This is an optimization exercise on Yosys and OpenROAD, whose aim is small area, a short achievable clock period and few clock cycles, not a production implementation.
The RTL was checked by simulation tests, not by an equivalence proof against the original design.
The flow treats the clock pin as an ideal source, which a real chip does not have.
Power and IR drop assume default switching activity.

run A:
==> flow/design.v (excerpt) <==
module cpu_pl(
    input clk,
    input rst,
    output [31:0] imem_addr,
    input [31:0] imem_rdata,
    output [31:0] dmem_addr,
    output [31:0] dmem_wdata,
    output [3:0] dmem_wstrb,
    input [31:0] dmem_rdata
);
For scale: about 5100 cells after synthesis, about 1300 flip-flops.
Settings: LEC_CHECK=0, CAP_MARGIN=10, CORE_MARGIN=2, CORE_UTILIZATION=40, CTS_CLUSTER_DIAMETER=125, CTS_CLUSTER_SIZE=24, GPL_TIMING_DRIVEN=1, PLACE_DENSITY=0.5, SLEW_MARGIN=10, SYNTH_HIERARCHICAL=1, SYNTH_MINIMUM_KEEP_SIZE=0; clock period 10.5 ns.
standard.sh (not shown) runs the stock make flow with config.mk's settings and CLKGATE_MAP_FILE= SYNTH_SCRIPT=/design/flow/synth_recipe.tcl, a recipe that flattens the netlist after the stock synthesis.
==> flow/flow/run.sh <==
#!/bin/bash
# Layout flow: the standard flow (standard.sh), with the port buffers made
# of a small buffer cell, timing repair aimed below the clock period, and a
# second round of setup repair after clock tree synthesis and after global
# routing.
set -euo pipefail
F=$(cd "$(dirname "$0")" && pwd)
bash standard.sh synth > flow_synth.log 2>&1
bash standard.sh \
    "BUFFER_PORTS_ARGS=-buffer_cell sky130_fd_sc_hd__buf_1" \
    "SETUP_SLACK_MARGIN=7" \
    "POST_CTS_TCL=$F/post_cts.tcl" \
    "POST_GLOBAL_ROUTE_TCL=$F/post_grt.tcl" \
    finish > flow_layout.log 2>&1
==> flow/flow/post_cts.tcl <==
# a second round of setup repair after clock tree synthesis
estimate_parasitics -placement
repair_timing -setup -setup_margin $::env(SETUP_SLACK_MARGIN) -repair_tns 100 -max_passes 1000 -verbose
detailed_placement
check_placement -verbose
==> flow/flow/post_grt.tcl <==
# a second round of setup repair on global-route parasitics, with the routing
# of the changed nets redone and the route guides written again
global_route -start_incremental
repair_timing -setup -setup_margin $::env(SETUP_SLACK_MARGIN) -repair_tns 100 -max_passes 1000 -verbose
detailed_placement
global_route -end_incremental
estimate_parasitics -global_routing
write_guides $::env(RESULTS_DIR)/route.guide
Testbench counts of run A, summed over its fixed seeds: cycles 442,009.
### run A -> run B
# run A
export LEC_CHECK = 0
export CAP_MARGIN = 10
export CORE_MARGIN = 2
export CORE_UTILIZATION = 40
export CTS_CLUSTER_DIAMETER = 125
export CTS_CLUSTER_SIZE = 24
export GPL_TIMING_DRIVEN = 1
export PLACE_DENSITY = 0.5
export SLEW_MARGIN = 10
export SYNTH_HIERARCHICAL = 1
export SYNTH_MINIMUM_KEEP_SIZE = 0
create_clock -name core_clock -period 10.5 [get_ports {clk}]
# run B
export LEC_CHECK = 0
export CAP_MARGIN = 10
export CORE_MARGIN = 2
export CORE_UTILIZATION = 40
export CTS_CLUSTER_DIAMETER = 130
export CTS_CLUSTER_SIZE = 26
export GPL_TIMING_DRIVEN = 1
export PLACE_DENSITY = 0.5
export SLEW_MARGIN = 10
export SYNTH_HIERARCHICAL = 1
export SYNTH_MINIMUM_KEEP_SIZE = 0
create_clock -name core_clock -period 10.5 [get_ports {clk}]
diff --git a/flow/flow/run.sh b/flow/flow/run.sh
--- a/flow/flow/run.sh
+++ b/flow/flow/run.sh
@@ -4,2 +4 @@
-# second round of setup repair after clock tree synthesis and after global
-# routing.
+# second round of setup repair after clock tree synthesis.
@@ -13 +11,0 @@
-    "POST_GLOBAL_ROUTE_TCL=$F/post_grt.tcl" \
removed: flow/flow/post_grt.tcl
--- outcome ---
- Setup slack for run B is lower than for run A.
- Having completed the whole flow, run B delivered a layout that passed the timing, DRC and antenna checks.
- There was hardly any difference in number of filler instances in the final layout between run A and run B.
- Of run A and run B, the run reporting the lower number of clock-tree buffers in the layout was run B.
diff inputs: run B => run C
# run B
export LEC_CHECK = 0
export CAP_MARGIN = 10
export CORE_MARGIN = 2
export CORE_UTILIZATION = 40
export CTS_CLUSTER_DIAMETER = 130
export CTS_CLUSTER_SIZE = 26
export GPL_TIMING_DRIVEN = 1
export PLACE_DENSITY = 0.5
export SLEW_MARGIN = 10
export SYNTH_HIERARCHICAL = 1
export SYNTH_MINIMUM_KEEP_SIZE = 0
create_clock -name core_clock -period 10.5 [get_ports {clk}]
# run C
export LEC_CHECK = 0
export CAP_MARGIN = 10
export CORE_MARGIN = 2
export CORE_UTILIZATION = 40
export CTS_CLUSTER_DIAMETER = 125
export CTS_CLUSTER_SIZE = 24
export GPL_TIMING_DRIVEN = 1
export PLACE_DENSITY = 0.5
export SLEW_MARGIN = 10
export SYNTH_HIERARCHICAL = 1
export SYNTH_MINIMUM_KEEP_SIZE = 0
create_clock -name core_clock -period 10.5 [get_ports {clk}]
==> flow/flow/run.sh <==
#!/bin/bash
# Layout flow: the standard flow (standard.sh), with the port buffers made
# of a fast buffer cell and timing repair aimed below the clock period.
set -euo pipefail
bash standard.sh synth > flow_synth.log 2>&1
bash standard.sh \
    "BUFFER_PORTS_ARGS=-buffer_cell sky130_fd_sc_hd__buf_1" \
    "SETUP_SLACK_MARGIN=7" \
    finish > flow_layout.log 2>&1
removed: flow/flow/post_cts.tcl
Peak supply drop went down by a little under 10% going from run B to run C. From run B to run C the numbers moved as follows: share of cell area taken by multi-input logic gates now smaller, total chip power increased by 0.00030 W relative to the old numbers, number of detailed-route iterations in the first pass went down, setup slack of the critical path after layout shows an increase of 0.12 ns, final standard cell utilization of the core went up. Looking at routed length on met2, run C sits 1.2% higher than run B does. Relative to run B, ratio of final minimum period to clock period has decreased by 1.1 points in run C.
For run D, these inputs were changed with respect to run C:
diff --git a/flow/flow/run.sh b/flow/flow/run.sh
--- a/flow/flow/run.sh
+++ b/flow/flow/run.sh
@@ -3 +3,2 @@
-# of a fast buffer cell and timing repair aimed below the clock period.
+# of a small buffer cell, timing repair aimed below the clock period, and a
+# second round of setup repair after clock tree synthesis.
@@ -4,0 +6 @@
+F=$(cd "$(dirname "$0")" && pwd)
@@ -8,0 +11 @@
+    "POST_CTS_TCL=$F/post_cts.tcl" \
==> flow/flow/post_cts.tcl (new file) <==
# a second round of setup repair after clock tree synthesis
estimate_parasitics -placement
repair_timing -setup -setup_margin 7.3 -repair_tns 100 -max_passes 1000 -verbose
detailed_placement
check_placement -verbose
==> run summary <==
Run D went all the way through the flow, and no timing, DRC or antenna check failed.
Delta (run D minus run C): maximum fanout along the worst path moved down; sequential standard cell area closely matched the old numbers; non-clock buffering overhead in the final layout up 1.0 points; peak per-stage delay on the critical path has decreased.
Final design utilization | run D above run C
Between run D and run C, the total negative setup slack does not differ in any meaningful way.
Run D and run C ended up with nearly the same hold-critical path depth.
The final design instance area without fill of run D was inferior to that of run C.
Looking only at area growth from synthesis to layout, and setting everything else aside, the lower value of run D and run C goes to run C.

[separate check: timing with driven ports]
No port has a modelled driver above. Below, the same layouts with a new extraction and two added sets of constraints.
Step 1: set_driving_cell puts a clkbuf_16 on clk and a buf_2 on each other input, an assumption about the parent block.
Step 2 also shifts input and output timing later by t, the mid clock arrival at the registers, as if the neighbouring blocks saw the same clock.
Slacks: no drivers / after step 1 / after step 2; pairs: no drivers / after step 1.
run	shift t [ns]	setup slack, ns	hold WS [ns]	worst register clock-pin slew, ns	worst slew at a driven data input, ns
run A	0.789	6.957 / 6.957 / 6.266	0.343 / 0.343 / 0.343	0.12 / 0.12	0.17
run B	0.841	6.748 / 6.748 / 6.200	0.356 / 0.356 / 0.356	0.12 / 0.12	0.15
run C	0.786	6.867 / 6.867 / 6.253	0.342 / 0.342 / 0.342	0.12 / 0.12	0.17
run D	0.797	6.997 / 6.954 / 6.386	0.343 / 0.343 / 0.343	0.11 / 0.11	0.15
After both steps every run listed still meets setup and hold. The setup slack of run A, which loses most, moves by 0.000 ns with the drivers and by -0.691 ns with both steps.
